What follows belongs to an exercise in optimizing a design on an open flow for small area; a production flow would make more cautious choices.
Only simulation tests tie the RTL to the original design; equivalence was not proved.
No activity file was given, so power comes from the tool's default toggle rates.

==> inputs of 02-23 <==
// klotski
module klotski(
    input         clk,
    input         rst,
    input  [2:0]  mode,
    input  [4:0]  keyCode,
    input         keyReady,
    input  [9:0]  col,
    input  [8:0]  row,
    input  [11:0] Din,
    input         test,
    input  [4:0]  testnum,
    input  [4:0]  testnum2,
    output [11:0] Dout,
    output [4:0]  ROMmux,
    output [12:0] ROMaddr,
    output        DisplayMux,
    output        rdn,
    output [15:0] DisplaySerial,
    output [4:0]  cur_q,
    output [4:0]  loc_q
);
    wire [4:0] RAMData, RAMaddr, SyncAddr, RAMwrite, locout, RAMaddr2, locin;
    wire       RAMaddrEN, RAMMux, RAMMux2, RAMaddrEN2, RAMMux3;
    wire [2:0] ROMmux2;
    wire [4:0] init_d, cur_a, cur_d, loc_a;
    control u_control(
        .clk(clk), .rst(rst), .mode(mode), .col(col), .row(row), .Din(Din),
        .test(test), .testnum(testnum), .testnum2(testnum2),
        .keyCode(keyCode), .keyReady(keyReady),
        .RAMData(RAMData), .locout(locout),
        .Dout(Dout), .DisplayMux(DisplayMux), .DisplaySerial(DisplaySerial), .rdn_o(rdn),
        .RAMaddr(RAMaddr), .SyncAddr(SyncAddr), .RAMwrite(RAMwrite), .RAMaddr2(RAMaddr2),
        .locin(locin), .ROMmux2(ROMmux2),
        .RAMMux_o(RAMMux), .RAMMux2_o(RAMMux2), .RAMMux3_o(RAMMux3),
        .RAMaddrEN_o(RAMaddrEN), .RAMaddrEN2_o(RAMaddrEN2),
        .ROMaddr(ROMaddr)
    );
  ...
Settings: LEC_CHECK=0, ABC_AREA=1, CAP_MARGIN=0, CORE_MARGIN=2, CORE_UTILIZATION=70, SLEW_MARGIN=0; clock period 15.0 ns.
standard.sh (not shown) runs the stock make flow with config.mk's settings and CLKGATE_MAP_FILE= SYNTH_SCRIPT=/design/flow/synth_recipe.tcl, a recipe that flattens the netlist after the stock synthesis.
==> flow/flow/run.sh <==
#!/bin/bash
# Own layout flow: the standard synthesis, then the combinational logic
# re-mapped by ABC for area (flip-flops keep their cells and names), then
# the standard floorplan-to-finish flow on the re-mapped netlist, with
# the port buffers made of the smallest buffer cell.
set -euo pipefail
W=$(pwd)
RES=$W/orfs/results/${FLOW_PLATFORM}/klotski/base
LIB=$FLOW_HOME/platforms/${FLOW_PLATFORM}/lib/sky130_fd_sc_hd__tt_025C_1v80.lib

bash standard.sh synth > $W/synth.log 2>&1
cp $RES/1_2_yosys.v $W/standard_synth.v

# two ABC scripts; keep the smaller result
for s in amap deep; do
    REMAP_LIB=$LIB REMAP_IN=$W/standard_synth.v REMAP_TOP=$FLOW_TOP \
    REMAP_SCRIPT=$W/flow/$s.abc REMAP_STAT=$W/remap_$s.txt REMAP_OUT=$W/remapped_$s.v \
        yosys -c $W/flow/remap.tcl > $W/remap_$s.log 2>&1 &
done
wait
area() { awk '/Chip area/ {print $NF}' $1; }
best=amap
if awk -v a=$(area $W/remap_deep.txt) -v b=$(area $W/remap_amap.txt) 'BEGIN{exit !(a < b)}'; then best=deep; fi
echo "remap: amap $(area $W/remap_amap.txt) deep $(area $W/remap_deep.txt) -> $best" > $W/remap_choice.txt
cp $W/remapped_$best.v $RES/1_2_yosys.v
rm -f $RES/1_synth.odb $RES/1_synth.sdc
# clock tree: sink clustering as set in config.mk, without dummy balancing loads
export CTS_ARGS='-sink_clustering_enable -repair_clock_nets -sink_clustering_size 16 -sink_clustering_max_diameter 40 -dont_use_dummy_load -buf_list {sky130_fd_sc_hd__clkbuf_8}'
BUFFER_PORTS_ARGS="-buffer_cell sky130_fd_sc_hd__buf_1" bash standard.sh finish > $W/layout.log 2>&1
==> flow/flow/remap.tcl <==
# Re-map the combinational logic of the standard synthesis netlist for area.
# The flip-flops and tie cells keep their cell types and instance names.
yosys -import
set lib     $::env(REMAP_LIB)
set netlist $::env(REMAP_IN)
set top     $::env(REMAP_TOP)
set script  $::env(REMAP_SCRIPT)

# cells ABC must not use: the platform's don't-use cells (lpflow_*, probes)
set dont_use {}
set fh [open $lib r]
while {[gets $fh line] >= 0} {
    if {[regexp {^\s*cell\s*\(\s*"?(sky130_fd_sc_hd__(lpflow_|probe)[A-Za-z0-9_]*)"?\s*\)} $line -> name]} {
        lappend dont_use -dont_use $name
    }
}
close $fh

read_liberty -ignore_miss_func $lib
# sequential, tie and multi-output cells stay as they are
foreach c {sky130_fd_sc_hd__edfxtp_1 sky130_fd_sc_hd__dfxtp_1 sky130_fd_sc_hd__conb_1} {
    blackbox $c
}
read_verilog $netlist
hierarchy -top $top
flatten
hierarchy -top $top
# the wires flattening made for the old cells' pins get private names
yosys rename -hide w:_*_.*
opt_clean -purge
abc -liberty $lib -script $script {*}$dont_use
opt_clean -purge
read_liberty -lib -overwrite $lib
hilomap -singleton -hicell sky130_fd_sc_hd__conb_1 HI -locell sky130_fd_sc_hd__conb_1 LO
splitnets
opt_clean -purge
yosys rename -enumerate -pattern remap_%
insbuf -buf sky130_fd_sc_hd__buf_1 A X
check -assert
tee -o $::env(REMAP_STAT) stat -liberty $lib
write_verilog -noattr -nohex -nodec $::env(REMAP_OUT)
Other scripts of this flow, unchanged in this note and not shown: flow/flow/amap.abc, flow/flow/deep.abc
==> 08-25 (differences from 02-23) <==
--- a/flow/flow/remap.tcl
+++ b/flow/flow/remap.tcl
@@ -27,4 +27,2 @@
 hierarchy -top $top
-# the wires flattening made for the old cells' pins get private names
-yosys rename -hide w:_*_.*
 opt_clean -purge
@@ -37,3 +35,3 @@
 yosys rename -enumerate -pattern remap_%
-insbuf -buf sky130_fd_sc_hd__buf_1 A X
+insbuf -buf sky130_fd_sc_hd__buf_4 A X
 check -assert
--- a/flow/config.mk
+++ b/flow/config.mk
@@ -10,3 +10,5 @@
 export CORE_MARGIN = 2
-export CORE_UTILIZATION = 70
+export CORE_UTILIZATION = 60
+export CTS_CLUSTER_DIAMETER = 60
+export CTS_CLUSTER_SIZE = 30
 export SLEW_MARGIN = 0
==> 11-18 (differences from 02-23) <==
--- a/flow/flow/run.sh
+++ b/flow/flow/run.sh
@@ -26,4 +26,2 @@
 rm -f $RES/1_synth.odb $RES/1_synth.sdc
-# clock tree: sink clustering as set in config.mk, without dummy balancing loads
-export CTS_ARGS='-sink_clustering_enable -repair_clock_nets -sink_clustering_size 16 -sink_clustering_max_diameter 40 -dont_use_dummy_load -buf_list {sky130_fd_sc_hd__clkbuf_8}'
 BUFFER_PORTS_ARGS="-buffer_cell sky130_fd_sc_hd__buf_1" bash standard.sh finish > $W/layout.log 2>&1
--- a/flow/flow/remap.tcl
+++ b/flow/flow/remap.tcl
@@ -27,4 +27,2 @@
 hierarchy -top $top
-# the wires flattening made for the old cells' pins get private names
-yosys rename -hide w:_*_.*
 opt_clean -purge
@@ -37,3 +35,3 @@
 yosys rename -enumerate -pattern remap_%
-insbuf -buf sky130_fd_sc_hd__buf_1 A X
+insbuf -buf sky130_fd_sc_hd__buf_4 A X
 check -assert
--- a/flow/config.mk
+++ b/flow/config.mk
@@ -10,3 +10,5 @@
 export CORE_MARGIN = 2
-export CORE_UTILIZATION = 70
+export CORE_UTILIZATION = 60
+export CTS_CLUSTER_DIAMETER = 60
+export CTS_CLUSTER_SIZE = 30
 export SLEW_MARGIN = 0
==> comparison table <==
| metric | 11-18 | 02-23 | 08-25 |
|---|---|---|---|
| Run status | timing/DRC/antenna clean | timing/DRC/antenna clean | timing/DRC/antenna clean |
| Final clock skew | 37.1 ps | 106 ps | 71.7 ps |
| Avg Synthesized Cell Area | 11.4 µm² | 11.4 µm² | 11.4 µm² |
| Number of buffer and inverter instances along the worst setup path | 8 | 6 | 8 |
| Combinational gate power | 0.000482 W | 0.000498 W | 0.000482 W |
| Netlist area before placement | 0.0175 mm² | 0.0173 mm² | 0.0175 mm² |
| Final critical-path share of the clock period | 88.9% | 89.2% | 88.8% |
| Clock transition at path regs | 80 ps | 60 ps | 40 ps |
| Final RePlAce weighted congestion | 1.01 | 1.00 | 1.01 |
| Fin util | 67.8% | 77.2% | 65.9% |
| Final wirelength | 47,900 µm | 51,800 µm | 47,600 µm |
| Horizontal die dimension | 175 µm | 161 µm | 175 µm |
| Number of non-filler instances in the completed layout | 2,077 | 2,001 | 2,068 |
| Worst Hold Path Cells | 1 | 2 | 1 |
| Headroom to the max-slew limit | 11.8% | 8.40% | 10.8% |

## port drivers added, routing unchanged
In the flow no input, the clock included, has a driving cell. The finished layouts below were timed again as built, in two steps. Step 1, drivers: a clkbuf_16 drives clk and a buf_2 each remaining input, both assumed. Step 2 times the ports against the registers' clock, not the clock port: input delays grow and output delays shrink by t, the midpoint of the rising clock arrivals with the driver on. Three values: ideal, step 1, step 2; two values: the first two.
run | t (ns) | setup WS [ns] | hold WS [ns] | slew at the worst register clock pin (ns)
02-23 | 0.583 | 1.625 / 1.601 / 1.601 | 0.617 / 0.617 / 0.617 | 0.10 / 0.10
08-25 | 0.582 | 1.687 / 1.656 / 1.656 | 0.575 / 0.575 / 0.575 | 0.09 / 0.09
11-18 | 0.615 | 1.664 / 1.632 / 1.632 | 0.580 / 0.580 / 0.580 | 0.10 / 0.10
After both steps setup and hold are still met in every run listed. For 11-18, which loses most, drivers alone change the setup slack by -0.032 ns; drivers and shift together by -0.032 ns.
